What follows belongs to an exercise in optimizing a design on an open flow for small area, a short achievable clock period and few clock cycles; a production flow would make more cautious choices.
At most, simulation tests tie the RTL to the original design; equivalence was not proved.
Only the layout flow was run in run 1; the RTL was not checked for function there.
No activity file was given, so power comes from the tool's default toggle rates.

--- flow/run.sh ---
#!/bin/bash
# synth_recipe.tcl (not shown) runs the flow's synth.tcl, then flattens the netlist and writes it again
# the make line also repeats each setting of config.mk as NAME=value (left out here)
make -C /OpenROAD-flow-scripts/flow DESIGN_CONFIG=/design/flow/config.mk WORK_HOME=/design/flow/orfs CLKGATE_MAP_FILE= SYNTH_SCRIPT=/design/flow/synth_recipe.tcl finish
--- flow/config.mk ---
export PLATFORM = sky130hd
export DESIGN_NAME = cpu
export DESIGN_NICKNAME = cpu
export VERILOG_FILES = /design/flow/design.v
export SDC_FILE = /design/flow/constraint.sdc
export NUM_CORES = 4
export LEC_CHECK = 0
export CAP_MARGIN = 20
export CORE_MARGIN = 2
export CORE_UTILIZATION = 40
export SLEW_MARGIN = 20
--- flow/constraint.sdc ---
create_clock -name core_clock -period 6.0 [get_ports {clk}]
set_input_delay 1.2000 -clock core_clock [delete_from_list [all_inputs] [get_ports {clk}]]
set_output_delay 1.2000 -clock core_clock [all_outputs]
set_load 0.01 [all_outputs]
--- flow/design.v ---
module cpu(clk, reset, read_data, datapath_out, mem_cmd, mem_addr);
  input clk, reset;
  input [15:0] read_data;
  output [15:0] datapath_out;
  output reg [1:0] mem_cmd;
  output reg [8:0] mem_addr;
  reg [15:0] R [0:7];
  reg [15:0] w1;        
  reg [2:0]  w1b;       
  reg        v1;        
  reg [15:0] ir;
  reg        irv;       
  reg [15:0] A, B;
  reg [8:0]  ma;
  reg        mab;       
  reg        inflight;  
  reg        ldwb;      
  reg [2:0]  ld_rd;
  reg        halted;
  reg [8:0]  pc;        
  reg [8:0]  pcm;       
  wire [2:0] opcode = ir[15:13];
  wire [1:0] op     = ir[12:11];
  wire [1:0] sh     = ir[4:3];
  wire is_ldr = opcode == 3'b011;
  wire is_str = opcode == 3'b100;
  wire is_hlt = opcode == 3'b111;
  wire exec   = irv & ~ldwb & ~halted & ~(mab & (is_ldr | is_str));
  wire memop  = exec & (is_ldr | is_str);
  reg [15:0] sb;
  always_comb begin
    case (sh)
      2'b00: sb = B;
      2'b01: sb = {B[14:0], 1'b0};
      2'b10: sb = {1'b0, B[15:1]};
      default: sb = {B[15], B[15:1]};
    endcase
  end
  wire [15:0] sum;
  pfx_add #(16) add16 (.a(A), .b(sb), .s(sum));
  reg [15:0] res;
  reg        wr;
  always_comb begin
    res = 16'b0;
    wr  = 1'b0;
    if (opcode == 3'b110) begin
      if (op == 2'b10) begin
        res = {{8{ir[7]}}, ir[7:0]};
        wr = 1'b1;
      end else if (op == 2'b00) begin
        res = sb;
        wr = 1'b1;
      end
    end else if (opcode == 3'b101) begin
      case (op)
        2'b00: begin res = sum;    wr = 1'b1; end
        2'b10: begin res = A & sb; wr = 1'b1; end
        2'b11: begin res = ~sb;    wr = 1'b1; end
        default: ;
      endcase
    end
  end
  wire [2:0] wnum = (opcode == 3'b110 && op == 2'b10) ? ir[10:8] : ir[7:5];
  wire        wx    = exec & wr;
  wire        we    = ldwb | wx;
  wire [2:0]  waddr = ldwb ? ld_rd : wnum;
  wire [15:0] wdata = ldwb ? read_data : res;
  always_ff @(posedge clk) begin
    if (we) R[waddr] <= wdata;
  end
  wire adv  = ~irv | exec;    
  wire take = ~v1 | adv;      
  wire refetch = inflight & ~take & ~halted;
  wire fetch = ~memop & ~halted & ~refetch & ~(pc[8] & (inflight | v1 | irv));
  assign datapath_out = B;
  always_comb begin
    if (memop) begin
      mem_cmd  = is_str ? 2'b10 : 2'b01;
      mem_addr = ma;
    end else begin
      mem_cmd  = (fetch | refetch) ? 2'b01 : 2'b00;
      mem_addr = refetch ? pcm : pc;
    end
  end
  wire [2:0] sela = w1[10:8];
  wire [2:0] selb = w1b;
  wire hitxa = wx & (wnum == sela);
  wire hitxb = wx & (wnum == selb);
  wire hitla = ldwb & (ld_rd == sela);
  wire hitlb = ldwb & (ld_rd == selb);
  wire [15:0] ra = R[sela];
  wire [15:0] rb = R[selb];
  wire [8:0] ma_r;
  pfx_add #(9) addr_r (.a(ra[8:0]), .b({{4{w1[4]}}, w1[4:0]}), .s(ma_r));
  wire [2:0] irb = (ir[14] | ir[13]) ? ir[2:0] : ir[7:5];
  wire hla = ldwb & (ld_rd == ir[10:8]);
  wire hlb = ldwb & (ld_rd == irb);
  wire [8:0] ma_h;
  pfx_add #(9) addr_h (.a(hla ? read_data[8:0] : A[8:0]), .b({{4{ir[4]}}, ir[4:0]}), .s(ma_h));
  always_ff @(posedge clk) begin
    if (adv) begin
      ir  <= w1;
      A   <= hitxa ? res : (hitla ? read_data : ra);
      B   <= hitxb ? res : (hitlb ? read_data : rb);
      ma  <= ma_r;
      mab <= hitxa | hitla;
    end else begin
      if (hla) A <= read_data;
      if (hlb) B <= read_data;
      if (hla | mab) ma <= ma_h;
      mab <= 1'b0;
    end
    if (take) begin
      w1  <= read_data;
      w1b <= (read_data[14] | read_data[13]) ? read_data[2:0] : read_data[7:5];
    end
    ld_rd <= wnum;
  end
  always_ff @(posedge clk) begin
    if (reset) begin
      pc       <= 9'd0;
      v1       <= 1'b0;
      irv      <= 1'b0;
      inflight <= 1'b0;
      ldwb     <= 1'b0;
      halted   <= 1'b0;
    end else begin
      if (fetch) begin
        pc  <= pc + 9'd1;
        pcm <= pc;
      end
      inflight <= fetch | refetch;
      if (take) v1 <= inflight;
      if (adv) irv <= v1;
      ldwb <= memop & is_ldr;
      if (exec & is_hlt) halted <= 1'b1;
    end
  end
endmodule
module pfx_add #(parameter W = 16) (a, b, s);
  input  [W-1:0] a, b;
  output [W-1:0] s;
  parameter L = 4;  
  wire [W-1:0] g [0:L];
  wire [W-1:0] p [0:L];
  assign g[0] = a & b;
  assign p[0] = a ^ b;
  genvar k, i;
  generate
    for (k = 0; k < L; k = k + 1) begin : lvl
      for (i = 0; i < W; i = i + 1) begin : bit_
        if (i >= (1 << k)) begin : c
          assign g[k+1][i] = g[k][i] | (p[k][i] & g[k][i-(1<<k)]);
          assign p[k+1][i] = p[k][i] & p[k][i-(1<<k)];
        end else begin : n
          assign g[k+1][i] = g[k][i];
          assign p[k+1][i] = p[k][i];
        end
      end
    end
  endgenerate
  assign s = p[0] ^ {g[L][W-2:0], 1'b0};
endmodule
==> summary.txt, run 1 <==
RSZ-0062 raised after global routing false; setup slack after layout slightly below 0.9 ns; MaxCap Viol Count 0; Die H 189 um; die extent in x between 150 and 200 um; nature of the critical path startpoint flop; pin count of the biggest net entering global routing 37; Die ar. ~36000 sq um; post-synthesis cell type count about 80; # fillers approximately 3000; DRT Wirelength 36000 um; critical path class reg -> out; CP max FO 12; HPWL after detailed placement between 20000 and 30000 um; Cell Area, Placed around 15000 sq um; DP Worst Slack 1.42 ns; Clock Tree Buf Depth 3; Yosys Warn Count 3; hold path start w1[6]; Initial Util 40.7%; flops & latches, synth approximately 240; syn avg cell area between 10 and 15 sq um; Core Region roughly 34000 sq um; crit path max-delay cell type nand4_1; Yosys top cell by area edfxtp_1; Area growth, synth to finish 13.0%; Vias 9243; routed vias/inst between 5 and 6; PwrDens 281 nW/um^2; grt total ovfl 0; critical path cell sequence or3b_1, a21bo_2, a21boi_2, nand4_1, mux2i_1, a21oi_1, clkdlybuf4s50_1; share of the synthesized area in the top cell type around 47%; post-CTS setup buffer count 0; design area between 15000 and 20000 sq um; Net Sw Power ~1.1 mW; wire per inst ~23 um; clock root cell clkbuf_16; relative slew slack 30.3%; peak supply drop around 220 uV; Largest stage delay, worst path about 0.7 ns; initial antenna violation count 0; total global-route track usage 20.2%; combinational share of power 16.3%; Max H-tree Level 1; worst-skew pair later-pin latency about 0.55 ns; first-pass GRT wire length between 50000 and 60000 um; Fin Hold WS around 0.42 ns; part of the power in registers between 40% and 50%; GPL Wtd Cong roughly 0.9; R2R depth 10; port bufs 44; Antenna Nets Post-Route 0; EDFF count, synth roughly 210; Top FF cell, synth edfxtp_1; Sw Share about 26%; worst reg2reg setup slack about 1.8 ns; measured slew at the worst slew-check pin roughly 1.0 ns; Post-Syn Instances ~1100; hold path depth 0; diodes inserted 0; top post-synthesis cells by area edfxtp_1 (47%), mux4_2 (11%), mux2i_1 (5.0%); Netlist Area Pre-Place approximately 14000 sq um; IO Pins 45; Cell Rows 67; nets 1162; CTS resizes 0; FMAX 195 MHz; Worst Clk Skew approximately 0.016 ns; FF-to-FF End R[5][14]; worst reg2reg path startpoint ir[3]; Clk pin slew, worst setup/hold paths 0.06 ns; status complete, no violations; CTS tree built; CTS Buf Count 26; Fin. Hold Viols 0; Remaining DRCs 0; FFs w/ async S/R, synth 0%; Slew Limit Fails 0; Syn Nets around 1100; leak pwr 5.50 nW; post-route setup TNS 0 ns; clock power share 38.7%; HP Class reg -> reg; period utilisation layout 85.4%; layout cells sized above 1 ~18%; crit path time final between 5 and 6 ns; P_int approximately 3.2 mW; CP required ~4.8 ns; number of global-route vias before repair around 9100; CP arrival 3.93 ns; CTS sink cnt 237; 1st-iter DRT viols around 740; TritonRoute pass-1 iters 5; CTS Hold Bufs 0; # setup viols final 0; sequential fraction of the synthesis area between 50% and 60%; hold worst-path end ir[6]; Crit. End Element output pin
==> state kept, by name, summed over array words and instances (netlist names), named ones only <==
signal and cells:
A 16, B 16, R 128, halted 1, inflight 1, ir 16, irv 1, ld_rd 3
ldwb 1, ma 9, mab 1, pc 9, pcm 9, v1 1, w1 16, w1b 3
==> layout make-up <==
cell class	count	area (sq um)	share of cell area, %
multi-input combinational	731	6320	41.0
sequential	237	6880	44.6
inverter	44	165	1.07
clock inverter	15	211	1.37
tap	448	561	3.63
timing repair buffer	66	606	3.92
clock buffer	32	683	4.43
==> synthesized netlist by cell type (all sizes together) (22+ instances only) <==
cell	number
xnor2	22
inv	44
edfxtp	213
dfxtp	24
mux4	64
mux2	41
buf	28
a221oi	29
mux2i	68
ha	35
clkbuf	35
a21oi	71
nand2	58
nor2	87
o21ai	43
==> cell usage in the layout, fill, tap and decap left out, types with 14 or more instances in the layout <==
cell / netlist / routed
mux4_2: 64 / 64
clkbuf_16: 0 / 26
edfxtp_1: 213 / 213
nor2_1: 86 / 86
a221oi_1: 19 / 19
nand2_1: 57 / 57
mux2i_1: 68 / 68
dfxtp_1: 24 / 22
a21oi_1: 70 / 70
xnor2_1: 22 / 22
inv_1: 43 / 43
clkdlybuf4s50_1: 0 / 44
buf_4: 3 / 22
ha_1: 35 / 35
mux2_2: 41 / 41
nor2b_1: 15 / 15
o21ai_0: 43 / 43
xor2_1: 14 / 14
==> critical path: cells and delay by family (launching register included) <==
family / cells / cell delay, ns
simple gates: 2 / 1.15
flops: 1 / 0.49
buf+inv: 1 / 0.56
compound gates: 3 / 0.88
mux: 1 / 0.29
==> worst max path at each step <==
stage | startpoint | end | cells past startpoint
global route | ir[13] | mem_addr[0] | 7
CTS | ir[13] | mem_addr[0] | 7
floorplan | ir[14] | mem_addr[2] | 9
finish | ir[13] | mem_addr[0] | 7
global placement | ir[13] | mem_addr[0] | 7
detailed placement | ir[13] | mem_addr[0] | 7
==> routing by layer <==
layer | vias up | global-route usage, % | routed length [um] | share of wire, %
li1 | 4266 | - | - | -
met1 | 4587 | 28.4 | 15900 | 44
met2 | 337 | 33.0 | 16800 | 47
met3 | 53 | 2.98 | 2410 | 6.7
met4 | 0 | 5.26 | 799 | 2.2
met5 | - | 0 | 0 | 0
==> through the flow <==
stage          cells  util, %  total power [mW]
2_1_floorplan   1075        -              2.46
3_3_place_gp    1526     43.3              2.68
3_5_place_dp    1526     43.3              2.68
4_1_cts         1573     46.0              4.36
5_1_grt         1573     46.0              4.51
6_report        1573     46.0              4.33
==> cell families after synthesis <==
family	count (synthesis)	share of synthesized area, %
AO/OA/AOI/OAI	234	12.4
adder cells (fa/ha/maj)	38	3.65
buffers and inverters	107	3.37
flip-flops	237	50.4
XOR/XNOR	36	2.31
multiplexers	173	18.9
AND/OR/NAND/NOR	250	9.03
==> power by group through the flow <==
stage	combinational [mW]	sequential, mW	clock, mW
3_5_place_dp	0.697	1.98	0
6_report	0.704	1.95	1.67
5_1_grt	0.771	1.96	1.78
2_1_floorplan	0.503	1.96	0
4_1_cts	0.701	1.95	1.71
3_3_place_gp	0.692	1.98	0
==> run 2, diff against run 1 <==
--- a/flow/design.v
+++ b/flow/design.v
@@ -89,6 +89,16 @@
   wire hitla = ldwb & (ld_rd == sela);
   wire hitlb = ldwb & (ld_rd == selb);
-  wire [15:0] ra = R[sela];
-  wire [15:0] rb = R[selb];
+  wire [7:0] oha = 8'b1 << sela;
+  wire [7:0] ohb = 8'b1 << selb;
+  reg [15:0] ra, rb;
+  integer k;
+  always_comb begin
+    ra = 16'b0;
+    rb = 16'b0;
+    for (k = 0; k < 8; k = k + 1) begin
+      ra = ra | ({16{oha[k]}} & R[k]);
+      rb = rb | ({16{ohb[k]}} & R[k]);
+    end
+  end
   wire [8:0] ma_r;
   pfx_add #(9) addr_r (.a(ra[8:0]), .b({{4{w1[4]}}, w1[4:0]}), .s(ma_r));
--- a/flow/config.mk
+++ b/flow/config.mk
@@ -9,3 +9,4 @@
 export CORE_MARGIN = 2
 export CORE_UTILIZATION = 40
+export SETUP_SLACK_MARGIN = 3.0
 export SLEW_MARGIN = 20
==> run 2 against run 1 <==
Against the previous run:
- worst hold slack better by 0.0047 ns
- area after synthesis decreased by 4.6%
- first-iteration DRC count is 58% higher
- sequential share of layout area down 4.2 points
- critical endpoint unchanged
- largest power group unchanged
==> summary.txt, run 2 <==
Netlist Area Pre-Place 13000 sq um (was 13700 sq um); Clock Tree Buf Depth 3 (unchanged); Antenna Nets Post-Route 0 (unchanged); FFs w/ async S/R, synth 0% (unchanged); max reg flops 128 (unchanged); Die ar. 34000 sq um (was 35600 sq um); Post-synth top cells edfxtp_1 (213), nor2_1 (101), nand2_1 (95) (was edfxtp_1 (213), nor2_1 (86), a21oi_1 (70)); layout cells sized above 1 31.9% (was 17.7%); Post-Syn Instances 1118 (was 1075); port bufs 44 (unchanged); diodes inserted 0 (unchanged); adder-cell share of the synthesized area 3.82% (was 3.65%); Fin. Hold Viols 0 (unchanged); Clk pin slew, worst setup/hold paths 0.06 ns (about the same); pin count of the biggest net entering global routing 38 (was 37); main combinational cell family by area after synthesis compound AO/OA/AOI/OAI gates (was multiplexers); CP max FO 6 (was 12); share of the synthesized area in the top cell type 49.1% (was 46.8%); clock power share 35.7% (was 38.7%); IO Pins 45 (unchanged); Syn Nets 1174 (was 1131); sequential fraction of the synthesis area 51.9% (was 50.4%); crit path time final 3.48 ns (was 5.13 ns); flops & latches, synth 231 (was 237); relative slew slack 50.1% (was 30.3%); P_int 3.24 mW (was 3.22 mW); peak supply drop 195 uV (was 224 uV); post-route setup TNS 0 ns (unchanged); initial antenna violation count 1 (was 0); total global-route track usage 24.5% (was 20.2%); 1st-iter DRT viols 1167 (was 737); Initial Util 40.3% (was 40.7%); most common cell after layout, fill and taps aside edfxtp_1 (unchanged); Area growth, synth to finish 28.7% (was 13.0%); clock root cell clkbuf_16 (unchanged); GPL Wtd Cong 0.896 (was 0.911); status complete, no violations (unchanged); HP Class reg -> reg (unchanged); post-synthesis mux area share 12.0% (was 18.9%); # setup viols final 0 (unchanged); number of global-route vias before repair 10000 (was 9085); measured slew at the worst slew-check pin 0.746 ns (was 1.05 ns); most frequent cells in the layout edfxtp_1 (213), buf_4 (104), nand2_1 (90) (was edfxtp_1 (213), nor2_1 (86), a21oi_1 (70)); syn avg cell area 11.6 sq um (was 12.7 sq um); CP arrival 2.28 ns (was 3.93 ns); Core Region 32300 sq um (was 33500 sq um); TritonRoute pass-1 iters 6 (was 5); Top FF cell, synth edfxtp_1 (unchanged); routed vias/inst 6.06 (was 5.88); PwrDens 269 nW/um^2 (was 281 nW/um^2); most frequent cell after synthesis edfxtp_1 (unchanged); Synth Area in Compound Gates 16.0% (was 12.4%); Largest Register R (unchanged); wire per inst 24.6 um (was 22.9 um); die extent in x 184 um (was 189 um); Util after Layout 51.9% (was 46.0%); EDFF count, synth 213 (unchanged); Die H 184 um (was 189 um); CTS Buf Count 26 (unchanged); part of the power in registers 42.4% (was 45.0%); period utilisation layout 58.1% (was 85.4%); CP required 4.80 ns (about the same); CTS tree built (unchanged); Yosys top cell by area edfxtp_1 (unchanged); top post-synthesis cells by area edfxtp_1 (49%), mux2i_1 (4.4%), mux4_2 (4.2%) (was edfxtp_1 (47%), mux4_2 (11%), mux2i_1 (5.0%)); Post-Synth Simple-Gate Area 9.94% (was 9.03%); MaxCap Viol Count 0 (unchanged); combinational share of power 22.0% (was 16.3%); Cell Rows 66 (was 67); post-synthesis cell type count 80 (was 81); Remaining DRCs 0 (unchanged); Sw Share 28.0% (was 25.7%); worst-skew pair later-pin latency 0.54 ns (was 0.55 ns); Crit. End Element output pin (unchanged); Yosys Warn Count 3 (unchanged); Vias 10500 (was 9243); Net Sw Power 1.26 mW (was 1.11 mW); leak pwr 6.14 nW (was 5.50 nW); FMAX 287 MHz (was 195 MHz); RSZ-0062 raised after global routing true (was false); first-pass GRT wire length 62500 um (was 55100 um); CTS sink cnt 231 (was 237); DRT Wirelength 42500 um (was 36000 um); post-synthesis xor/xnor area fraction 3.23% (was 2.31%); nets 1325 (was 1162); HPWL after detailed placement 27100 um (was 25300 um); critical path class reg -> out (unchanged); Worst Clk Skew 0.0191 ns (was 0.0161 ns); grt total ovfl 0 (unchanged); CTS Hold Bufs 0 (unchanged); Max H-tree Level 1 (unchanged); Slew Limit Fails 0 (unchanged); nature of the critical path startpoint flop (unchanged)
[run 2: cell count changes after synthesis, moves of 13 or more]
cell / change
inv_1: -17
nor2_1: +15
a221oi_1: +14
a22oi_1: +19
o21ai_0: +17
nand2_1: +38
o22ai_1: +13
mux4_2: -40
[run 2: cell type report]
type / instances / area (sq um)
fill: 2732 / 15500
inverter: 31 / 134
clock buffer: 36 / 782
timing repair buffer: 186 / 1770
sequential: 231 / 6760
clock inverter: 11 / 85.1
multi-input combinational: 793 / 6680
tap: 442 / 553
[run 2: metal layers]
metal | wire (um) | vias up | part of all wire (%) | GRT usage [%]
met2 | 19900 | 594 | 47 | 40.9
met3 | 4100 | 137 | 9.7 | 4.64
met4 | 1820 | 0 | 4.3 | 8.67
li1 | - | 4646 | - | -
met5 | 0 | - | 0 | 0
met1 | 16600 | 5107 | 39 | 31.9
[run 2: worst paths after layout]
check / start / end / slack [ns] / cells past startpoint
min reg2reg: w1[15] / ir[15] / 0.42 / 0
min: w1[15] / ir[15] / 0.42 / 0
max reg2reg: ir[3] / R[0][14] / 2.68 / 14
max: ir[15] / mem_addr[0] / 2.52 / 8
[run 2: kinds of logic after synthesis]
| group | count (synthesis) |
|---|---|
| AND/OR/NAND/NOR | 283 |
| XOR/XNOR | 48 |
| flip-flops | 231 |
| multiplexers | 120 |
| buffers and inverters | 94 |
| adder cells (fa/ha/maj) | 38 |
| AO/OA/AOI/OAI | 304 |
[run 2: worst max-delay path, cell delays in order, from the launching register on]
cell	delay (ns)
edfxtp_1	0.51
and3b_2	0.32
o21ai_4	0.07
a21oi_4	0.22
buf_12	0.14
buf_16	0.10
mux2i_1	0.17
o21ai_1	0.08
buf_2	0.14
[run 2: repair_timing]
| item | 4_1_cts | 5_1_grt |
|---|---|---|
| pin swaps | 53 | 50 |
| resized for setup | 224 | 66 |
| endpoints found under the hold margin | 0 | 0 |
| cloned | 4 | 0 |
| buffers inserted | 79 | 36 |
| endpoints found under the setup margin | 246 | 272 |
[run 2: metrics by stage]
step	instances	worst slack, ns	total power [mW]	instance area [sq um]	hold WS, ns
after floorplan	1118	2.94	2.43	13100	0.400
after global placement	1563	1.98	2.66	14000	0.403
after detailed placement	1564	1.94	2.66	14000	0.405
after CTS	1694	2.51	4.41	16200	0.418
after global routing	1730	2.45	4.66	16800	0.426
final	1730	2.52	4.50	16800	0.425
[run 2: power groups by stage]
stage          logic (mW)  clock network, mW  registers [mW]
3_3_place_gp        0.717                  0            1.94
6_report            0.989               1.61            1.91
4_1_cts             0.884               1.62            1.90
3_5_place_dp        0.722                  0            1.94
5_1_grt              1.06               1.69            1.91
2_1_floorplan       0.514                  0            1.91
Testbench counts of run 2, summed over its fixed seeds: cycles 9,896.
==> run 3, diff against run 2 <==
--- a/flow/config.mk
+++ b/flow/config.mk
@@ -9,4 +9,4 @@
 export CORE_MARGIN = 2
 export CORE_UTILIZATION = 40
-export SETUP_SLACK_MARGIN = 3.0
+export SETUP_SLACK_MARGIN = 2.2
 export SLEW_MARGIN = 20
==> run 3 against run 2 <==
Against the previous run:
- register-to-register slack got worse by 0.39 ns
- critical path depth rose by 4
- utilization fell by 4.7 points
- still clean on timing, DRC and antenna
==> summary.txt, run 3 <==
initial antenna violation count 0 (was 1); # fillers 2906 (was 2732); peak supply drop 187 uV (was 195 uV); TritonRoute pass-1 iters 5 (was 6); CTS Buf Count 26 (unchanged); Post-Syn Instances 1118 (unchanged); Antenna Nets Post-Route 0 (unchanged); number of global-route vias before repair 9766 (was 10000); Core Region 32300 sq um (unchanged); Cell Area, Placed 13900 sq um (was 14000 sq um); measured slew at the worst slew-check pin 1.01 ns (was 0.746 ns); Cell Rows 66 (unchanged); CTS tree built (unchanged); post-synthesis mux area share 12.0% (unchanged); period utilisation layout 61.8% (was 58.1%); nets 1248 (was 1325); post-route setup TNS 0 ns (unchanged); design area 15200 sq um (was 16800 sq um); clock root cell clkbuf_16 (unchanged); FMAX 270 MHz (was 287 MHz); first-pass GRT wire length 61000 um (was 62500 um); CP required 6.36 ns (was 4.80 ns); Netlist Area Pre-Place 13000 sq um (unchanged); main combinational cell family by area after synthesis compound AO/OA/AOI/OAI gates (unchanged); nature of the critical path startpoint flop (unchanged); post-synthesis xor/xnor area fraction 3.23% (unchanged); Util after Layout 47.2% (was 51.9%); PwrDens 278 nW/um^2 (was 269 nW/um^2); crit path launch ir[3] (was ir[15]); port bufs 44 (unchanged); share of the synthesized area in the top cell type 49.1% (unchanged); worst-skew pair later-pin latency 0.55 ns (was 0.54 ns); routed vias/inst 6.15 (was 6.06); adder-cell share of the synthesized area 3.82% (unchanged); CTS sink cnt 231 (unchanged); Die H 184 um (unchanged); Remaining DRCs 0 (unchanged); diodes inserted 0 (unchanged); Slew Limit Fails 0 (unchanged); Vias 10200 (was 10500); Synth Area in Compound Gates 16.0% (unchanged); Largest Register R (unchanged); CP max FO 8 (was 6); leak pwr 5.58 nW (was 6.14 nW); critical path class reg -> reg (was reg -> out); crit path time final 3.71 ns (was 3.48 ns); DRT Wirelength 40600 um (was 42500 um); pin count of the biggest net entering global routing 43 (was 38); post-route insts no fill 1654 (was 1730); Area growth, synth to finish 17.1% (was 28.7%); Max H-tree Level 1 (unchanged); CTS Hold Bufs 0 (unchanged); sequential fraction of the synthesis area 51.9% (unchanged); IO Pins 45 (unchanged); Post-Synth Simple-Gate Area 9.94% (unchanged); Crit. End Element flop (was output pin); HPWL after detailed placement 27800 um (was 27100 um); post-synthesis cell type count 80 (unchanged); most frequent cell after synthesis edfxtp_1 (unchanged); Post-synth top cells edfxtp_1 (213), nor2_1 (101), nand2_1 (95) (unchanged); top post-synthesis cells by area edfxtp_1 (49%), mux2i_1 (4.4%), mux4_2 (4.2%) (unchanged); wire per inst 24.6 um (about the same); FFs w/ async S/R, synth 0% (unchanged); die extent in x 184 um (unchanged); max reg flops 128 (unchanged); relative slew slack 32.1% (was 50.1%); # setup viols final 0 (unchanged); MaxCap Viol Count 0 (unchanged); Die ar. 34000 sq um (unchanged); RSZ-0062 raised after global routing true (unchanged); Clk pin slew, worst setup/hold paths 0.07 ns (was 0.06 ns); total global-route track usage 23.8% (was 24.5%); Syn Nets 1174 (unchanged); Yosys Warn Count 3 (unchanged); Fin. Hold Viols 0 (unchanged); EDFF count, synth 213 (unchanged); GPL Wtd Cong 0.918 (was 0.896); grt total ovfl 0 (unchanged); setup slack after layout 2.29 ns (was 2.52 ns); Fin Hold WS 0.407 ns (was 0.425 ns); Top FF cell, synth edfxtp_1 (unchanged); flops & latches, synth 231 (unchanged); most common cell after layout, fill and taps aside edfxtp_1 (unchanged); syn avg cell area 11.6 sq um (unchanged); Clock Tree Buf Depth 3 (unchanged); worst reg2reg path startpoint ir[3] (unchanged); most frequent cells in the layout edfxtp_1 (213), nor2_1 (96), nand2_1 (95) (was edfxtp_1 (213), buf_4 (104), nand2_1 (90)); placed insts 1566 (was 1564); Initial Util 40.3% (unchanged); layout cells sized above 1 17.6% (was 31.9%); 1st-iter DRT viols 1109 (was 1167); PnR Total Power 4.24 mW (was 4.50 mW); Yosys top cell by area edfxtp_1 (unchanged); CP arrival 4.07 ns (was 2.28 ns); status complete, no violations (unchanged); hold path start w1[13] (was w1[15]); Worst Clk Skew 0.0232 ns (was 0.0191 ns); DP Worst Slack 1.76 ns (was 1.94 ns); HP Class reg -> reg (unchanged)
## run 3: cell counts after synthesis
No cell type changed its count.
## run 3: logic make-up (layout without fill, tap and decap cells)
kind of cell / Yosys count / count (layout)
buf+inv: 94 / 187
flops: 231 / 231
fa+ha+maj: 38 / 38
compound gates: 304 / 305
xor+xnor: 48 / 48
simple gates: 283 / 283
mux: 120 / 120
## run 3: where the power goes
| part | switching (mW) | total, mW | internal [mW] |
|---|---|---|---|
| combinational | 0.443 | 0.758 | 0.315 |
| clock | 0.647 | 1.57 | 0.926 |
| sequential | 0.0691 | 1.91 | 1.84 |
| total | 1.16 | 4.24 | 3.08 |
## run 3: area by class of cell
type / instances / area (sq um) / area share [%]
sequential: 231 / 6760 / 44.3
multi-input combinational: 794 / 6020 / 39.5
timing repair buffer: 108 / 960 / 6.29
clock buffer: 31 / 669 / 4.39
tap: 442 / 553 / 3.63
clock inverter: 17 / 173 / 1.13
inverter: 31 / 120 / 0.788
## run 3: routing by layer
| metal | up-vias | wire length [um] | track usage, % |
|---|---|---|---|
| met2 | 508 | 19400 | 39.8 |
| met1 | 5049 | 16200 | 31.1 |
| met5 | - | 0 | 0 |
| met3 | 112 | 3500 | 4.27 |
| li1 | 4498 | - | - |
| met4 | 0 | 1520 | 8.83 |
## run 3: worst paths after layout
kind	endpoint	slack, ns	depth (start not counted)
setup / recovery	R[2][6]	2.29	12
hold reg to reg	ir[13]	0.41	0
setup reg to reg	R[2][6]	2.29	12
hold / removal	ir[13]	0.41	0
## run 3: worst max-delay path, stage by stage (launching register included)
cell      delay, ns
edfxtp_1       0.50
buf_4          0.21
nor2_1         0.15
a22o_1         0.20
ha_1           0.21
inv_1          0.07
fa_1           0.44
nand3b_1       0.20
nand2_1        0.12
a31oi_1        0.11
xor2_1         0.16
o21ai_0        0.73
mux2_2         0.41
## run 3: timing repair
action | CTS | global route
buffers inserted | 27 | 12
resized for setup | 15 | 28
endpoints found under the setup margin | 109 | 96
endpoints found under the hold margin | 0 | 0
pin swaps | 4 | 6
gates cloned | 1 | 0
==> run 4, diff against run 3 <==
--- a/flow/config.mk
+++ b/flow/config.mk
@@ -9,4 +9,6 @@
 export CORE_MARGIN = 2
 export CORE_UTILIZATION = 40
-export SETUP_SLACK_MARGIN = 2.2
+export CTS_BUF_LIST = sky130_fd_sc_hd__clkbuf_8
+export CTS_CLUSTER_SIZE = 40
+export SETUP_SLACK_MARGIN = 2.5
 export SLEW_MARGIN = 20
==> run 4 against run 3 <==
Against the previous run:
- still clean
- sequential power about the same
- synthesized cell count unchanged
- clock power decreased by 15%
- critical endpoint is now mem_addr[7]
- highest routed layer unchanged
==> summary.txt, run 4 <==
status complete, no violations (unchanged); worst-skew pair later-pin latency 0.56 ns (was 0.55 ns); Fin Hold WS 0.402 ns (was 0.407 ns); Post-synth top cells edfxtp_1 (213), nor2_1 (101), nand2_1 (95) (unchanged); most common cell after layout, fill and taps aside edfxtp_1 (unchanged); Netlist Area Pre-Place 13000 sq um (unchanged); critical path cell sequence nor3b_4, buf_4, nor2_4, nor3_4, buf_6, buf_12, nand2_1, o21ai_1, clkbuf_2 (was buf_4, nor2_1, a22o_1, ha_1, inv_1, fa_1, nand3b_1, nand2_1, a31oi_1, xor2_1, o21ai_0, mux2_2); CTS tree built (unchanged); relative slew slack 30.5% (was 32.1%); initial antenna violation count 0 (unchanged); Die H 184 um (unchanged); Largest Register R (unchanged); nature of the critical path startpoint flop (unchanged); Core Region 32300 sq um (unchanged); Fin. Hold Viols 0 (unchanged); post-route setup TNS 0 ns (unchanged); Top FF cell, synth edfxtp_1 (unchanged); pin count of the biggest net entering global routing 43 (unchanged); CP required 4.80 ns (was 6.36 ns); FMAX 283 MHz (was 270 MHz); Antenna Nets Post-Route 0 (unchanged); Area growth, synth to finish 19.2% (was 17.1%); design area 15500 sq um (was 15200 sq um); Util after Layout 48.1% (was 47.2%); most frequent cells in the layout edfxtp_1 (213), nand2_1 (95), nor2_1 (93) (was edfxtp_1 (213), nor2_1 (96), nand2_1 (95)); post-synthesis cell type count 80 (unchanged); Cell Area, Placed 13900 sq um (unchanged); HP Class reg -> reg (unchanged); PnR Total Power 4.05 mW (was 4.24 mW); Max H-tree Level 2 (was 1); routed vias/inst 6.12 (was 6.15); placed insts 1566 (unchanged); Clk pin slew, worst setup/hold paths 0.07 ns (about the same); EDFF count, synth 213 (unchanged); Initial Util 40.3% (unchanged); Slew Limit Fails 0 (unchanged); Largest stage delay, worst path 0.53 ns (was 0.73 ns); critical path buffer and inverter count 4 (was 2); CP arrival 2.34 ns (was 4.07 ns); crit path max-delay cell type edfxtp_1 (was o21ai_0); Crit. End Element output pin (was flop); IO Pins 45 (unchanged); max reg flops 128 (unchanged); sequential fraction of the synthesis area 51.9% (unchanged); RSZ-0062 raised after global routing true (unchanged); Remaining DRCs 0 (unchanged); DRT Wirelength 41400 um (was 40600 um); port bufs 44 (unchanged); 1st-iter DRT viols 1242 (was 1109); critical path class reg -> out (was reg -> reg); critical path's top delay family buffers and inverters (was compound AO/OA/AOI/OAI gates); post-route insts no fill 1696 (was 1654); Die ar. 34000 sq um (unchanged); CP max FO 7 (was 8); period utilisation layout 58.9% (was 61.8%); DP Worst Slack 1.76 ns (unchanged); Yosys top cell by area edfxtp_1 (unchanged); Cell Rows 66 (unchanged); FFs w/ async S/R, synth 0% (unchanged); number of global-route vias before repair 9997 (was 9766); MaxCap Viol Count 0 (unchanged); CTS sink cnt 231 (unchanged); Worst Clk Skew 0.0345 ns (was 0.0232 ns); CTS Buf Count 39 (was 26); # setup viols final 0 (unchanged); grt total ovfl 0 (unchanged); layout cells sized above 1 22.5% (was 17.6%); leak pwr 5.73 nW (was 5.58 nW); flops & latches, synth 231 (unchanged); GPL Wtd Cong 0.918 (unchanged); Clock Tree Buf Depth 3 (unchanged); crit path time final 3.54 ns (was 3.71 ns); Yosys Warn Count 3 (unchanged); clock root cell clkbuf_8 (was clkbuf_16); measured slew at the worst slew-check pin 1.03 ns (was 1.01 ns); most frequent cell after synthesis edfxtp_1 (unchanged); Post-Syn Instances 1118 (unchanged); die extent in x 184 um (unchanged); TritonRoute pass-1 iters 5 (unchanged); share of the synthesized area in the top cell type 49.1% (unchanged); top post-synthesis cells by area edfxtp_1 (49%), mux2i_1 (4.4%), mux4_2 (4.2%) (unchanged); total global-route track usage 24.2% (was 23.8%); Vias 10400 (was 10200); PwrDens 261 nW/um^2 (was 278 nW/um^2); setup slack after layout 2.46 ns (was 2.29 ns); nets 1281 (was 1248); wire per inst 24.4 um (was 24.6 um); HPWL after detailed placement 27800 um (unchanged); syn avg cell area 11.6 sq um (unchanged); first-pass GRT wire length 61600 um (was 61000 um); Syn Nets 1174 (unchanged); peak supply drop 112 uV (was 187 uV)
-- run 4: changes by cell type in the layout (fill, tap and decap cells not counted), moves of 6 or more --
cell,change
clkbuf_16,-24
buf_6,+6
clkbuf_8,+41
buf_2,+9
buf_4,+10
inv_1,+18
o21ai_1,+15
o21ai_0,-18
-- run 4: layout make-up --
class / count / area [sq um]
fillers: 2893 / 16800
flip-flops and latches: 231 / 6760
multi-input cells: 794 / 6230
repair buffers: 128 / 1120
clock buffers: 41 / 564
well taps: 442 / 553
clock inverters: 28 / 166
inverters: 31 / 120
diodes: 1 / 2.50
-- run 4: metal layers --
metal	global-route usage (%)	share of wire [%]
met5	0	0
met4	10.6	4.3
met3	4.66	8.8
met2	39.5	47
met1	31.3	40
-- run 4: final timing paths --
kind / cells after the start / slack [ns] / endpoint / from
max: 9 / 2.46 / mem_addr[7] / ir[13]
min: 0 / 0.40 / ir[11] / w1[11]
max reg2reg: 12 / 2.56 / ma[7] / w1[9]
min reg2reg: 0 / 0.40 / ir[11] / w1[11]
-- run 4: cell families (layout without fill, tap and decap cells) --
logic type,count (synthesis),in the layout,synth area share (%)
other cells,0,1,0
compound gates,304,305,16.0
simple gates,283,283,9.94
flops,231,231,51.9
buf+inv,94,228,3.15
xor+xnor,48,48,3.23
fa+ha+maj,38,38,3.82
mux,120,120,12.0
-- run 4: what timing repair did --
item,4_1_cts,5_1_grt
cloned,1,2
hold buffers,0,0
gates resized for setup,75,67
buffers inserted,40,17
pin swaps,10,11
endpoints found under the setup margin,145,111
-- run 4: power breakdown --
part	leakage (nW)	internal, mW	switching, mW
Sequential	2.22	1.84	0.0695
Combinational	3.06	0.341	0.469
Clock	0.442	0.685	0.648
==> run 5, diff against run 4 <==
--- a/flow/config.mk
+++ b/flow/config.mk
@@ -9,6 +9,4 @@
 export CORE_MARGIN = 2
 export CORE_UTILIZATION = 40
-export CTS_BUF_LIST = sky130_fd_sc_hd__clkbuf_8
-export CTS_CLUSTER_SIZE = 40
 export SETUP_SLACK_MARGIN = 2.5
 export SLEW_MARGIN = 20
==> run 5 against run 4 <==
Against the previous run:
- area after synthesis unchanged
- worst hold slack better by 0.0060 ns
- non-clock buffer count down 12
- global-route usage down 0.20 points
- sequential share of layout area up 0.19 points
- sequential power about the same
- clock skew down 0.015 ns
- first-iteration DRC count down 1.4%
- final cell count down 2.0%
- critical path depth down 2
- combinational power down 2%
- die area unchanged
- critical path type unchanged
- critical endpoint unchanged
==> summary.txt, run 5 <==
share of the synthesized area in the top cell type 49.1% (unchanged); port bufs 44 (unchanged); # setup viols final 0 (unchanged); Largest Register R (unchanged); routed vias/inst 6.10 (was 6.12); die extent in x 184 um (unchanged); FMAX 289 MHz (was 283 MHz); crit path time final 3.46 ns (was 3.54 ns); hold path depth 0 (unchanged); critical path class reg -> out (unchanged); CTS tree built (unchanged); grt total ovfl 0 (unchanged); Remaining DRCs 0 (unchanged); GPL Wtd Cong 0.918 (unchanged); CTS Buf Count 26 (was 39); Core Region 32300 sq um (unchanged); syn avg cell area 11.6 sq um (unchanged); Vias 10100 (was 10400); DRT Wirelength 40800 um (was 41400 um); CP arrival 2.26 ns (was 2.34 ns); period utilisation layout 57.7% (was 58.9%); flops & latches, synth 231 (unchanged); status complete, no violations (unchanged); Crit. End Element output pin (unchanged); HP Class reg -> reg (unchanged); Antenna Nets Post-Route 0 (unchanged); peak supply drop 186 uV (was 112 uV); Yosys Warn Count 3 (unchanged); Syn Nets 1174 (unchanged); post-route setup TNS 0 ns (unchanged); wire per inst 24.6 um (was 24.4 um); Clk pin slew, worst setup/hold paths 0.06 ns (was 0.07 ns); number of global-route vias before repair 9858 (was 9997); Clock Tree Buf Depth 3 (unchanged); Max H-tree Level 1 (was 2); IO Pins 45 (unchanged); Worst Clk Skew 0.0196 ns (was 0.0345 ns); 1st-iter DRT viols 1224 (was 1242); clock root cell clkbuf_16 (was clkbuf_8); Yosys top cell by area edfxtp_1 (unchanged); Die ar. 34000 sq um (unchanged); MaxCap Viol Count 0 (unchanged); Cell Rows 66 (unchanged); EDFF count, synth 213 (unchanged); Util after Layout 47.8% (was 48.1%); wire length on met2 19300 um (was 19500 um); CP required 4.80 ns (about the same); M1 wire length 16600 um (was 16500 um); Fin. Hold Viols 0 (unchanged); diodes inserted 0 (was 1); DP Worst Slack 1.76 ns (unchanged); worst-skew pair later-pin latency 0.54 ns (was 0.56 ns); HPWL after detailed placement 27800 um (unchanged); max reg flops 128 (unchanged); pin count of the biggest net entering global routing 43 (unchanged); top post-synthesis cells by area edfxtp_1 (49%), mux2i_1 (4.4%), mux4_2 (4.2%) (unchanged); post-synthesis cell type count 80 (unchanged); Netlist Area Pre-Place 13000 sq um (unchanged); most frequent cell after synthesis edfxtp_1 (unchanged); RSZ-0062 raised after global routing true (unchanged); CP max FO 7 (unchanged); top sig layer met4 (unchanged); measured slew at the worst slew-check pin 0.999 ns (was 1.03 ns); Post-Syn Instances 1118 (unchanged); layout cells sized above 1 21.2% (was 22.5%); CTS sink cnt 231 (unchanged); R2R depth 15 (was 12); total global-route track usage 24.0% (was 24.2%); PwrDens 276 nW/um^2 (was 261 nW/um^2); setup slack after layout 2.54 ns (was 2.46 ns); Die H 184 um (unchanged); Initial Util 40.3% (unchanged); FFs w/ async S/R, synth 0% (unchanged); most common cell after layout, fill and taps aside edfxtp_1 (unchanged); first-pass GRT wire length 61200 um (was 61600 um); initial antenna violation count 0 (unchanged); TritonRoute pass-1 iters 5 (unchanged); CTS Hold Bufs 0 (unchanged); WL met3 3430 um (was 3660 um); relative slew slack 32.7% (was 30.5%); leak pwr 5.58 nW (was 5.73 nW); Post-synth top cells edfxtp_1 (213), nor2_1 (101), nand2_1 (95) (unchanged); Slew Limit Fails 0 (unchanged); Top FF cell, synth edfxtp_1 (unchanged); sequential fraction of the synthesis area 51.9% (unchanged); nature of the critical path startpoint flop (unchanged); Area growth, synth to finish 18.7% (was 19.2%); nets 1256 (was 1281); most frequent cells in the layout edfxtp_1 (213), nand2_1 (95), nor2_1 (92) (was edfxtp_1 (213), nand2_1 (95), nor2_1 (93))
[run 5: changes by cell type in the layout (fill, tap and decap cells not counted), moves of 3 or more]
cell       delta
clkbuf_8     -41
nor2_2        +3
clkbuf_16    +24
buf_4         -7
clkinv_1      +5
inv_1        -18
buf_6         -4
clkbuf_1      +5
o21ai_0       +3
[run 5: final timing paths]
kind / from / to / slack (ns)
hold / removal: w1[14] / ir[14] / 0.41
hold reg to reg: w1[14] / ir[14] / 0.41
setup reg to reg: w1[10] / ma[8] / 2.54
setup / recovery: ir[13] / mem_addr[7] / 2.54
[run 5: layer usage]
| metal | global-route usage (%) | vias up |
|---|---|---|
| met3 | 4.27 | 115 |
| met2 | 39.5 | 484 |
| li1 | - | 4512 |
| met4 | 9.60 | 0 |
| met5 | 0 | - |
| met1 | 31.4 | 5024 |
[run 5: layout make-up]
cell class / count / area, sq um
Clock inverter: 17 / 173
Multi-Input combinational cell: 794 / 6190
Clock buffer: 31 / 669
Timing Repair Buffer: 116 / 985
Sequential cell: 231 / 6760
Inverter: 31 / 120
Tap cell: 442 / 553
Fill cell: 2888 / 16800
[run 5: metrics by stage]
| step | instance area (sq um) | hold WS [ns] | total power [mW] | cells |
|---|---|---|---|---|
| 2_1_floorplan | 13000 | 0.400 | 2.41 | 1118 |
| 3_3_place_gp | 13900 | 0.403 | 2.65 | 1566 |
| 3_5_place_dp | 13900 | 0.405 | 2.66 | 1566 |
| 4_1_cts | 15200 | 0.411 | 4.25 | 1653 |
| 5_1_grt | 15400 | 0.427 | 4.42 | 1662 |
| 6_report | 15400 | 0.408 | 4.27 | 1662 |
[run 5: power breakdown]
part	internal, mW	switching, mW	total [mW]
clock network	0.926	0.642	1.57
logic	0.330	0.461	0.791
registers	1.84	0.0694	1.91
[run 5: worst max-delay path, stage by stage, from the launching register on]
cell,delay (ns)
edfxtp_1,0.53
and3b_2,0.30
o21ai_4,0.22
a21oi_4,0.09
buf_12,0.15
mux2i_1,0.11
o21ai_1,0.15
buf_2,0.16
[run 5: cells by family after synthesis]
group / synth area share (%)
AND/OR/NAND/NOR: 9.94
XOR/XNOR: 3.23
adder cells (fa/ha/maj): 3.82
flip-flops: 51.9
AO/OA/AOI/OAI: 16.0
multiplexers: 12.0
buffers and inverters: 3.15
[run 5: timing repair]
| action | in CTS | in global routing |
|---|---|---|
| buffers inserted | 38 | 9 |
| cloned | 1 | 0 |
| gates resized for setup | 70 | 59 |
| pin swaps | 9 | 11 |
| setup endpoints to repair | 146 | 116 |
==> run 6, diff against run 5 <==
--- a/flow/config.mk
+++ b/flow/config.mk
@@ -9,4 +9,7 @@
 export CORE_MARGIN = 2
 export CORE_UTILIZATION = 40
+export CTS_CLUSTER_DIAMETER = 150
+export CTS_CLUSTER_SIZE = 22
 export SETUP_SLACK_MARGIN = 2.5
 export SLEW_MARGIN = 20
+export TNS_END_PERCENT = 10
==> run 6 against run 5 <==
Against the previous run:
- sequential power about the same
- highest routed layer unchanged
- largest power group unchanged
- clock skew up 0.016 ns
- maximum frequency down 5.4%
- sequential cell count unchanged
- worst hold slack better by 0.0070 ns
- final cell count down 1.9%
- non-clock buffer count down 3
- first-iteration DRC count up 4.0%
- still clean
- count of clock-buffer cells in the layout down 13
- combinational power down 1%
- utilization down 1.7 points
- critical path depth unchanged
==> summary.txt, run 6 <==
critical path's top delay family flip-flops (unchanged); crit path launch ir[14] (was ir[13]); most frequent cell after synthesis edfxtp_1 (unchanged); Remaining DRCs 0 (unchanged); setup slack after layout 2.34 ns (was 2.54 ns); worst reg2reg path startpoint ir[3] (was w1[10]); Syn Nets 1174 (unchanged); # setup viols final 0 (unchanged); peak supply drop 152 uV (was 186 uV); critical path buffer and inverter count 2 (unchanged); leak pwr 5.34 nW (was 5.58 nW); Fin. Hold Viols 0 (unchanged); post-route insts no fill 1630 (was 1662); Max H-tree Level 1 (unchanged); Antenna Nets Post-Route 0 (unchanged); Area growth, synth to finish 14.5% (was 18.7%); Die H 184 um (unchanged); worst reg2reg setup slack 2.37 ns (was 2.54 ns); EDFF count, synth 213 (unchanged); Clock Tree Buf Depth 3 (unchanged); Cell Rows 66 (unchanged); Crit. End Element output pin (unchanged); CTS Buf Count 14 (was 26); Netlist Area Pre-Place 13000 sq um (unchanged); RSZ-0062 raised after global routing true (unchanged); HP Class reg -> reg (unchanged); CTS sink cnt 231 (unchanged); HPWL after detailed placement 27800 um (unchanged); Core Region 32300 sq um (unchanged); CTS Hold Bufs 0 (unchanged); grt total ovfl 0 (unchanged); Largest stage delay, worst path 0.55 ns (was 0.53 ns); CP arrival 2.46 ns (was 2.26 ns); most frequent cells in the layout edfxtp_1 (213), nand2_1 (95), nor2_1 (93) (was edfxtp_1 (213), nand2_1 (95), nor2_1 (92)); Post-Syn Instances 1118 (unchanged); diodes inserted 0 (unchanged); CP max FO 7 (unchanged); 1st-iter DRT viols 1273 (was 1224); Post-synth top cells edfxtp_1 (213), nor2_1 (101), nand2_1 (95) (unchanged); total global-route track usage 23.7% (was 24.0%); relative slew slack 30.8% (was 32.7%); Initial Util 40.3% (unchanged); critical path cell sequence and3b_2, o21ai_4, a21oi_4, buf_12, mux2i_1, o21ai_0, dlygate4sd2_1 (was and3b_2, o21ai_4, a21oi_4, buf_12, mux2i_1, o21ai_1, buf_2); post-synthesis cell type count 80 (unchanged); clock root cell clkbuf_16 (unchanged); PwrDens 246 nW/um^2 (was 276 nW/um^2); share of the synthesized area in the top cell type 49.1% (unchanged); nature of the critical path startpoint flop (unchanged); Die ar. 34000 sq um (unchanged); Slew Limit Fails 0 (unchanged); max reg flops 128 (unchanged); syn avg cell area 11.6 sq um (unchanged); port bufs 44 (unchanged); period utilisation layout 61.0% (was 57.7%); top post-synthesis cells by area edfxtp_1 (49%), mux2i_1 (4.4%), mux4_2 (4.2%) (unchanged); CTS tree built (unchanged); Vias 10000 (was 10100); CP required 4.80 ns (about the same); Util after Layout 46.2% (was 47.8%); status complete, no violations (unchanged); pin count of the biggest net entering global routing 43 (unchanged); Top FF cell, synth edfxtp_1 (unchanged); Worst Clk Skew 0.0361 ns (was 0.0196 ns); nets 1241 (was 1256); DRT Wirelength 40400 um (was 40800 um); number of global-route vias before repair 9686 (was 9858); layout cells sized above 1 18.3% (was 21.2%); Largest Register R (unchanged); first-pass GRT wire length 60500 um (was 61200 um); crit path time final 3.66 ns (was 3.46 ns); Yosys top cell by area edfxtp_1 (unchanged); FMAX 273 MHz (was 289 MHz); flops & latches, synth 231 (unchanged); routed vias/inst 6.14 (was 6.10); DP Worst Slack 1.76 ns (unchanged); hold path start w1[13] (was w1[14]); FFs w/ async S/R, synth 0% (unchanged); measured slew at the worst slew-check pin 1.03 ns (was 0.999 ns); placed insts 1566 (unchanged); MaxCap Viol Count 0 (unchanged); initial antenna violation count 0 (unchanged); die extent in x 184 um (unchanged); IO Pins 45 (unchanged); critical path class reg -> out (unchanged); most common cell after layout, fill and taps aside edfxtp_1 (unchanged); # fillers 2914 (was 2888); worst-skew pair later-pin latency 0.50 ns (was 0.54 ns); Yosys Warn Count 3 (unchanged); sequential fraction of the synthesis area 51.9% (unchanged); crit path max-delay cell type edfxtp_1 (unchanged); GPL Wtd Cong 0.918 (unchanged); PnR Total Power 3.67 mW (was 4.27 mW); Clk pin slew, worst setup/hold paths 0.10 ns (was 0.06 ns); TritonRoute pass-1 iters 5 (unchanged); wire per inst 24.8 um (was 24.6 um); post-route setup TNS 0 ns (unchanged)
[run 6: changes by cell type in the layout (fill, tap and decap cells not counted), moves of 3 or more]
cell	delta
clkbuf_16	-11
clkinv_1	-6
clkinv_2	-4
a21oi_2	-3
bufinv_16	-3
o21ai_0	+3
[run 6: routing by layer]
layer,track usage [%],vias up,part of all wire (%)
met2,39.1,489,47
met4,9.31,0,4.2
met1,31.2,4946,40
li1,-,4461,-
met3,3.69,119,8.3
met5,0,-,0
[run 6: power breakdown]
| part | internal (mW) | switching (mW) |
|---|---|---|
| Clock | 0.460 | 0.526 |
| Combinational | 0.326 | 0.454 |
| Sequential | 1.84 | 0.0678 |
[run 6: final timing paths]
kind | end | depth (start not counted)
max | mem_addr[7] | 7
min | ir[13] | 0
max reg2reg | R[6][7] | 12
min reg2reg | ir[13] | 0
[run 6: cells by family after synthesis]
group / Yosys count / share of synthesized area (%)
AND/OR/NAND/NOR: 283 / 9.94
adder cells (fa/ha/maj): 38 / 3.82
AO/OA/AOI/OAI: 304 / 16.0
XOR/XNOR: 48 / 3.23
flip-flops: 231 / 51.9
buffers and inverters: 94 / 3.15
multiplexers: 120 / 12.0
[run 6: final cells by class]
class / count / area [sq um] / share of cell area (%)
inverter: 31 / 123 / 0.822
timing repair buffer: 113 / 953 / 6.39
sequential: 231 / 6760 / 45.3
clock inverter: 1 / 16.3 / 0.109
tap: 442 / 553 / 3.71
multi-input combinational: 794 / 6120 / 41.1
clock buffer: 18 / 387 / 2.59
[run 6: timing repair]
| item | in CTS | in global routing |
|---|---|---|
| endpoints found under the setup margin | 147 | 131 |
| setup buffers | 31 | 13 |
| gates cloned | 1 | 0 |
| gates resized for setup | 55 | 49 |
| pin swaps | 7 | 4 |
[run 6: per-stage QoR]
step / hold slack, ns / cell area, sq um
after floorplan: 0.400 / 13000
after global placement: 0.403 / 13900
after detailed placement: 0.405 / 13900
after CTS: 0.418 / 14600
after global routing: 0.434 / 14900
final: 0.415 / 14900
==> run 7, diff against run 6 <==
--- a/flow/config.mk
+++ b/flow/config.mk
@@ -13,3 +13,2 @@
 export SETUP_SLACK_MARGIN = 2.5
 export SLEW_MARGIN = 20
-export TNS_END_PERCENT = 10
==> run 7 against run 6 <==
Against the previous run:
- clock power about the same
- first-iteration DRC count decreased by 3.2%
- clock skew decreased by 0.0033 ns
- critical path type unchanged
==> summary.txt, run 7 <==
status complete, no violations (unchanged); Yosys top cell by area edfxtp_1 (unchanged); diodes inserted 0 (unchanged); number of global-route vias before repair 9740 (was 9686); measured slew at the worst slew-check pin 0.977 ns (was 1.03 ns); most frequent cell after synthesis edfxtp_1 (unchanged); clock root cell clkbuf_16 (unchanged); relative slew slack 34.2% (was 30.8%); worst reg2reg setup slack 2.50 ns (was 2.37 ns); nets 1251 (was 1241); most common cell after layout, fill and taps aside edfxtp_1 (unchanged); Die H 184 um (unchanged); Post-Syn Instances 1118 (unchanged); CTS tree built (unchanged); pin count of the biggest net entering global routing 43 (unchanged); FMAX 285 MHz (was 273 MHz); crit path time final 3.50 ns (was 3.66 ns); period utilisation layout 58.4% (was 61.0%); Fin. Hold Viols 0 (unchanged); CP arrival 2.30 ns (was 2.46 ns); peak supply drop 149 uV (was 152 uV); post-route setup TNS 0 ns (unchanged); routed vias/inst 6.18 (was 6.14); top post-synthesis cells by area edfxtp_1 (49%), mux2i_1 (4.4%), mux4_2 (4.2%) (unchanged); Antenna Nets Post-Route 0 (unchanged); Cell Rows 66 (unchanged); nature of the critical path startpoint flop (unchanged); HPWL after detailed placement 27800 um (unchanged); CTS Hold Bufs 0 (unchanged); Clk pin slew, worst setup/hold paths 0.10 ns (about the same); Max H-tree Level 1 (unchanged); most frequent cells in the layout edfxtp_1 (213), nor2_1 (92), nand2_1 (88) (was edfxtp_1 (213), nand2_1 (95), nor2_1 (93)); CP required 4.80 ns (about the same); FFs w/ async S/R, synth 0% (unchanged); Post-synth top cells edfxtp_1 (213), nor2_1 (101), nand2_1 (95) (unchanged); HP Class reg -> reg (unchanged); port bufs 44 (unchanged); leak pwr 5.50 nW (was 5.34 nW); Crit. End Element output pin (unchanged); syn avg cell area 11.6 sq um (unchanged); area of the multi-input gates 6250 sq um (was 6120 sq um); worst-skew pair later-pin latency 0.49 ns (was 0.50 ns); MaxCap Viol Count 0 (unchanged); Worst Clk Skew 0.0328 ns (was 0.0361 ns); CTS Buf Count 14 (unchanged); max reg flops 128 (unchanged); Cell Area, Placed 13900 sq um (unchanged); Core Region 32300 sq um (unchanged); sequential fraction of the synthesis area 51.9% (unchanged); Largest Register R (unchanged); critical path class reg -> out (unchanged); Remaining DRCs 0 (unchanged); Area growth, synth to finish 16.5% (was 14.5%); Die ar. 34000 sq um (unchanged); die extent in x 184 um (unchanged); grt total ovfl 0 (unchanged); flops & latches, synth 231 (unchanged); Netlist Area Pre-Place 13000 sq um (unchanged); first-pass GRT wire length 60800 um (was 60500 um); Vias 10100 (was 10000); Syn Nets 1174 (unchanged); CTS sink cnt 231 (unchanged); # fillers 2877 (was 2914); Util after Layout 47.0% (was 46.2%); post-route insts no fill 1640 (was 1630); design area 15200 sq um (was 14900 sq um); 1st-iter DRT viols 1232 (was 1273); share of the synthesized area in the top cell type 49.1% (unchanged); EDFF count, synth 213 (unchanged); placed insts 1566 (unchanged); TritonRoute pass-1 iters 5 (unchanged); Top FF cell, synth edfxtp_1 (unchanged); Clock Tree Buf Depth 3 (unchanged); wire per inst 24.9 um (was 24.8 um); GPL Wtd Cong 0.918 (unchanged); layout cells sized above 1 21.0% (was 18.3%); PnR Total Power 3.70 mW (was 3.67 mW); DRT Wirelength 40800 um (was 40400 um); total global-route track usage 23.8% (was 23.7%); PwrDens 244 nW/um^2 (was 246 nW/um^2); initial antenna violation count 0 (unchanged); RSZ-0062 raised after global routing true (unchanged); register area 6760 sq um (unchanged); Yosys Warn Count 3 (unchanged); # setup viols final 0 (unchanged); post-synthesis cell type count 80 (unchanged); IO Pins 45 (unchanged); Initial Util 40.3% (unchanged); Slew Limit Fails 0 (unchanged); CP max FO 7 (unchanged)
run 7: cell types whose count changed in the layout (fill, tap and decap cells not counted), moves of 3 or more:
cell	before	now
nand2_1	95	88
buf_4	63	66
o21ai_2	0	6
o21ai_1	15	10
buf_6	2	6
nand2_4	1	7
run 7: final timing paths:
path                      end  cells after the start    from
hold reg to reg        ir[13]                      0  w1[13]
setup / recovery  mem_addr[3]                      9  ir[14]
setup reg to reg        ma[7]                     15  w1[10]
hold / removal         ir[13]                      0  w1[13]
run 7: repair_timing:
| item | in CTS | in global routing |
|---|---|---|
| buffers inserted | 32 | 20 |
| setup endpoints to repair | 147 | 124 |
| cloned | 1 | 2 |
| pin swaps | 7 | 15 |
| gates resized for setup | 73 | 79 |
run 7: metrics by stage:
stage               hold WS [ns]  worst slack [ns]
floorplan                  0.400              2.63
global placement           0.403              1.82
detailed placement         0.405              1.76
CTS                        0.418              2.38
global route               0.434              2.36
finish                     0.419              2.50
run 7: final cells by class:
class | count | share of cell area, %
inverters | 31 | 0.800
well taps | 442 | 3.64
clock inverters | 1 | 0.107
multi-input cells | 794 | 41.2
repair buffers | 123 | 7.16
flip-flops and latches | 231 | 44.5
clock buffers | 18 | 2.55
run 7: logic make-up after synthesis:
family | after synthesis | share of synthesized area, %
buffers and inverters | 94 | 3.15
xor gates and xnor gates | 48 | 3.23
DFF | 231 | 51.9
muxes | 120 | 12.0
AOI/OAI and AO/OA | 304 | 16.0
adders and majority gates | 38 | 3.82
and+or+nand+nor | 283 | 9.94
run 7: where the power goes:
part           switching (mW)  internal [mW]
combinational           0.464          0.338
sequential             0.0747           1.84
clock                   0.523          0.460
run 7: critical path, cell delays in order (launching register included):
cell      delay [ns]
edfxtp_1        0.54
nor3b_4         0.31
buf_4           0.17
nor2_4          0.04
nor3_4          0.20
buf_6           0.16
buf_12          0.14
nand2_2         0.06
o21ai_0         0.05
buf_2           0.14
run 7: per-layer routing:
metal	track usage (%)	vias to the layer above	wire length, um
met2	39.1	515	19400
met1	31.6	5031	16300
li1	-	4480	-
met4	9.50	0	1660
met3	3.46	113	3510
met5	0	-	0
==> run 8, diff against run 7 <==
--- a/flow/config.mk
+++ b/flow/config.mk
@@ -6,4 +6,5 @@
 export NUM_CORES = 4
 export LEC_CHECK = 0
+export ABC_AREA = 1
 export CAP_MARGIN = 20
 export CORE_MARGIN = 2
==> run 8 against run 7 <==
Against the previous run:
- power increased by 15%
- utilization down 1.2 points
- register-to-register slack better by 0.17 ns
- die area up 4.6%
- wire length up 8.6%
- non-clock buffer count down 38
- sequential cell count unchanged
- synthesized cell count up 50%
==> summary.txt, run 8 <==
Post-synth top cells nand2_1 (454), inv_1 (228), edfxtp_1 (213) (was edfxtp_1 (213), nor2_1 (101), nand2_1 (95)); HPWL after detailed placement 30700 um (was 27800 um); critical path buffer and inverter count 4 (unchanged); Max H-tree Level 1 (unchanged); MaxCap Viol Count 0 (unchanged); 1st-iter DRT viols 1509 (was 1232); most frequent cell after synthesis nand2_1 (was edfxtp_1); crit path max-delay cell type edfxtp_1 (unchanged); share of the synthesized area in the top cell type 46.9% (was 49.1%); sequential fraction of the synthesis area 49.6% (was 51.9%); grt total ovfl 0 (unchanged); Crit. End Element output pin (unchanged); Post-Syn Instances 1672 (was 1118); placed insts 2128 (was 1566); post-route insts no fill 2171 (was 1640); post-synthesis cell type count 46 (was 80); Top FF cell, synth edfxtp_1 (unchanged); status complete, no violations (unchanged); PnR Total Power 4.24 mW (was 3.70 mW); worst-skew pair later-pin latency 0.49 ns (about the same); layout cells sized above 1 7.95% (was 21.0%); Die H 189 um (was 184 um); EDFF count, synth 213 (unchanged); first-pass GRT wire length 66700 um (was 60800 um); peak supply drop 138 uV (was 149 uV); most numerous cell on the critical path nand2_2; initial antenna violation count 0 (unchanged); relative slew slack 16.6% (was 34.2%); HP Class reg -> reg (unchanged); CP required 4.80 ns (about the same); Largest Register R (unchanged); most frequent cells in the layout nand2_1 (445), inv_1 (226), edfxtp_1 (213) (was edfxtp_1 (213), nor2_1 (92), nand2_1 (88)); Worst Clk Skew 0.0255 ns (was 0.0328 ns); Initial Util 40.7% (was 40.3%); nets 1776 (was 1251); leak pwr 6.64 nW (was 5.50 nW); crit path time final 3.43 ns (was 3.50 ns); IO Pins 45 (unchanged); diodes inserted 0 (unchanged); Yosys Warn Count 3 (unchanged); FMAX 292 MHz (was 285 MHz); total global-route track usage 24.3% (was 23.8%); top post-synthesis cells by area edfxtp_1 (47%), nand2_1 (12%), inv_1 (6.3%) (was edfxtp_1 (49%), mux2i_1 (4.4%), mux4_2 (4.2%)); die extent in x 189 um (was 184 um); CTS tree built (unchanged); Netlist Area Pre-Place 13600 sq um (was 13000 sq um); setup slack after layout 2.57 ns (was 2.50 ns); measured slew at the worst slew-check pin 1.24 ns (was 0.977 ns); Yosys top cell by area edfxtp_1 (unchanged); DP Worst Slack 1.94 ns (was 1.76 ns); wire per inst 20.4 um (was 24.9 um); clock root cell clkbuf_16 (unchanged); pin count of the biggest net entering global routing 54 (was 43); Fin. Hold Viols 0 (unchanged); post-route setup TNS 0 ns (unchanged); Slew Limit Fails 0 (unchanged); critical path's top delay family simple AND/OR/NAND/NOR gates (unchanged); routed vias/inst 5.60 (was 6.18); Die ar. 35600 sq um (was 34000 sq um); PwrDens 276 nW/um^2 (was 244 nW/um^2); Antenna Nets Post-Route 0 (unchanged); FFs w/ async S/R, synth 0% (unchanged); syn avg cell area 8.15 sq um (was 11.6 sq um); Largest stage delay, worst path 0.45 ns (was 0.54 ns); port bufs 44 (unchanged); CP max FO 9 (was 7); TritonRoute pass-1 iters 5 (unchanged); Vias 12200 (was 10100); period utilisation layout 57.1% (was 58.4%); Clk pin slew, worst setup/hold paths 0.09 ns (was 0.10 ns); DRT Wirelength 44300 um (was 40800 um); Cell Rows 67 (was 66); critical path class reg -> out (unchanged); Cell Area, Placed 14500 sq um (was 13900 sq um); critical path cell sequence nand2_1, clkinv_1, nand2_2, nand2_2, nand2_2, nand2_4, clkinv_4, nor2_8, nand4_4, buf_12, nand2_1, a31oi_1, buf_2 (was nor3b_4, buf_4, nor2_4, nor3_4, buf_6, buf_12, nand2_2, o21ai_0, buf_2); Remaining DRCs 0 (unchanged); max reg flops 128 (unchanged); CTS Buf Count 14 (unchanged); Syn Nets 1728 (was 1174); CTS sink cnt 231 (unchanged); number of global-route vias before repair 11300 (was 9740); RSZ-0062 raised after global routing true (unchanged); CP arrival 2.23 ns (was 2.30 ns); Core Region 33500 sq um (was 32300 sq um); design area 15300 sq um (was 15200 sq um); Clock Tree Buf Depth 3 (unchanged); GPL Wtd Cong 0.946 (was 0.918); nature of the critical path startpoint flop (unchanged); flops & latches, synth 231 (unchanged); # setup viols final 0 (unchanged); Area growth, synth to finish 12.6% (was 16.5%); most common cell after layout, fill and taps aside nand2_1 (was edfxtp_1)
run 8: cell count changes after synthesis, sizes merged, moves of 17 or more:
cell and change:
nand2 +364, inv +211, nand3 +101, o22ai +73, mux2i -58, nor2 +50, o21ai +38, mux2 -37
a221oi -34, mux4 -24, xnor2 -21, a21oi +17, xor2 -17
run 8: timing repair:
action	CTS	global route
gates cloned	1	0
setup endpoints to repair	153	146
hold buffers	0	0
gates resized for setup	67	37
buffers inserted	9	14
pin swaps	3	6
run 8: final cells by class:
| class | count | area (sq um) |
|---|---|---|
| sequential | 231 | 6760 |
| timing repair inverter | 1 | 6.26 |
| fill | 3248 | 18200 |
| clock inverter | 1 | 16.3 |
| tap | 448 | 561 |
| inverter | 241 | 920 |
| multi-input combinational | 1146 | 5970 |
| timing repair buffer | 85 | 723 |
| clock buffer | 18 | 387 |
run 8: path summary, 6_finish.rpt:
path	from	to	slack, ns	depth (start not counted)
worst max-delay path	ir[13]	mem_addr[2]	2.57	13
worst min-delay path	w1[14]	ir[14]	0.43	0
worst max register to register	w1[10]	ma[8]	2.67	12
worst min register to register	w1[14]	ir[14]	0.43	0
run 8: report_power, final:
group / switching [mW] / total, mW / internal (mW)
clock network: 0.542 / 1.00 / 0.461
registers: 0.113 / 2.02 / 1.90
logic: 0.790 / 1.22 / 0.427
total: 1.44 / 4.24 / 2.79
run 8: through the flow:
stage	hold WS, ns	util [%]
6_report	0.429	45.8
5_1_grt	0.442	45.8
4_1_cts	0.429	44.9
3_5_place_dp	0.406	43.3
3_3_place_gp	0.401	43.3
2_1_floorplan	0.400	-
run 8: kinds of logic after synthesis:
| kind of cell | count (synthesis) | synth area share [%] |
|---|---|---|
| xor+xnor | 10 | 0.642 |
| compound gates | 333 | 13.9 |
| flops | 231 | 49.6 |
| mux | 1 | 0.0826 |
| buf+inv | 295 | 8.63 |
| simple gates | 764 | 23.5 |
| fa+ha+maj | 38 | 3.65 |
run 8: layer usage:
layer  share of wire [%]  routed length [um]  track usage [%]
met5                   0                   0                0
met4                 3.8                1680             9.34
met3                 9.2                4080             3.28
met2                  46               20400             40.1
met1                  41               18100             32.6
run 8: worst register-to-register path, cell delays in order, from the launching register on:
cell	delay, ns
edfxtp_1	0.58
inv_2	0.18
nand3_4	0.22
inv_1	0.24
a22oi_1	0.23
nand3_1	0.27
ha_1	0.48
nand2_1	0.11
o21ai_1	0.23
a21oi_1	0.12
or2_1	0.24
nand3_1	0.11
nand2_1	0.07

static timing again, ports no longer ideal:
The flow's constraints put no driver on any port. The routed layouts listed below were extracted and timed again, unchanged, in two steps.
Step 1: set_driving_cell puts a clkbuf_16 on clk and a buf_2 on each other input, an assumption about the parent block.
Step 2, shift: input delay + t, output delay - t, t = (earliest + latest rising clock arrival at the registers) / 2. This alone moves slack from input paths to output paths.
Three values: no drivers, after step 1, after step 2; two values: the first two.
run | shift t [ns] | setup slack, ns | worst hold slack (ns)
run 1 | 0.589 | 0.874 / 0.826 / 1.415 | 0.420 / 0.420 / 0.420
run 2 | 0.590 | 2.516 / 2.462 / 2.438 | 0.425 / 0.425 / 0.425
run 3 | 0.590 | 2.293 / 2.254 / 1.876 | 0.407 / 0.407 / 0.407
run 4 | 0.593 | 2.464 / 2.415 / 2.009 | 0.402 / 0.402 / 0.402
run 5 | 0.587 | 2.536 / 2.483 / 2.036 | 0.408 / 0.408 / 0.408
run 6 | 0.534 | 2.337 / 2.284 / 1.884 | 0.415 / 0.415 / 0.415
run 7 | 0.530 | 2.496 / 2.442 / 2.126 | 0.419 / 0.419 / 0.419
run 8 | 0.536 | 2.571 / 2.519 / 2.192 | 0.429 / 0.429 / 0.429
After both steps every run listed still meets setup and hold. For run 5, which loses most, drivers alone change the setup slack by -0.053 ns; drivers and shift together by -0.500 ns.
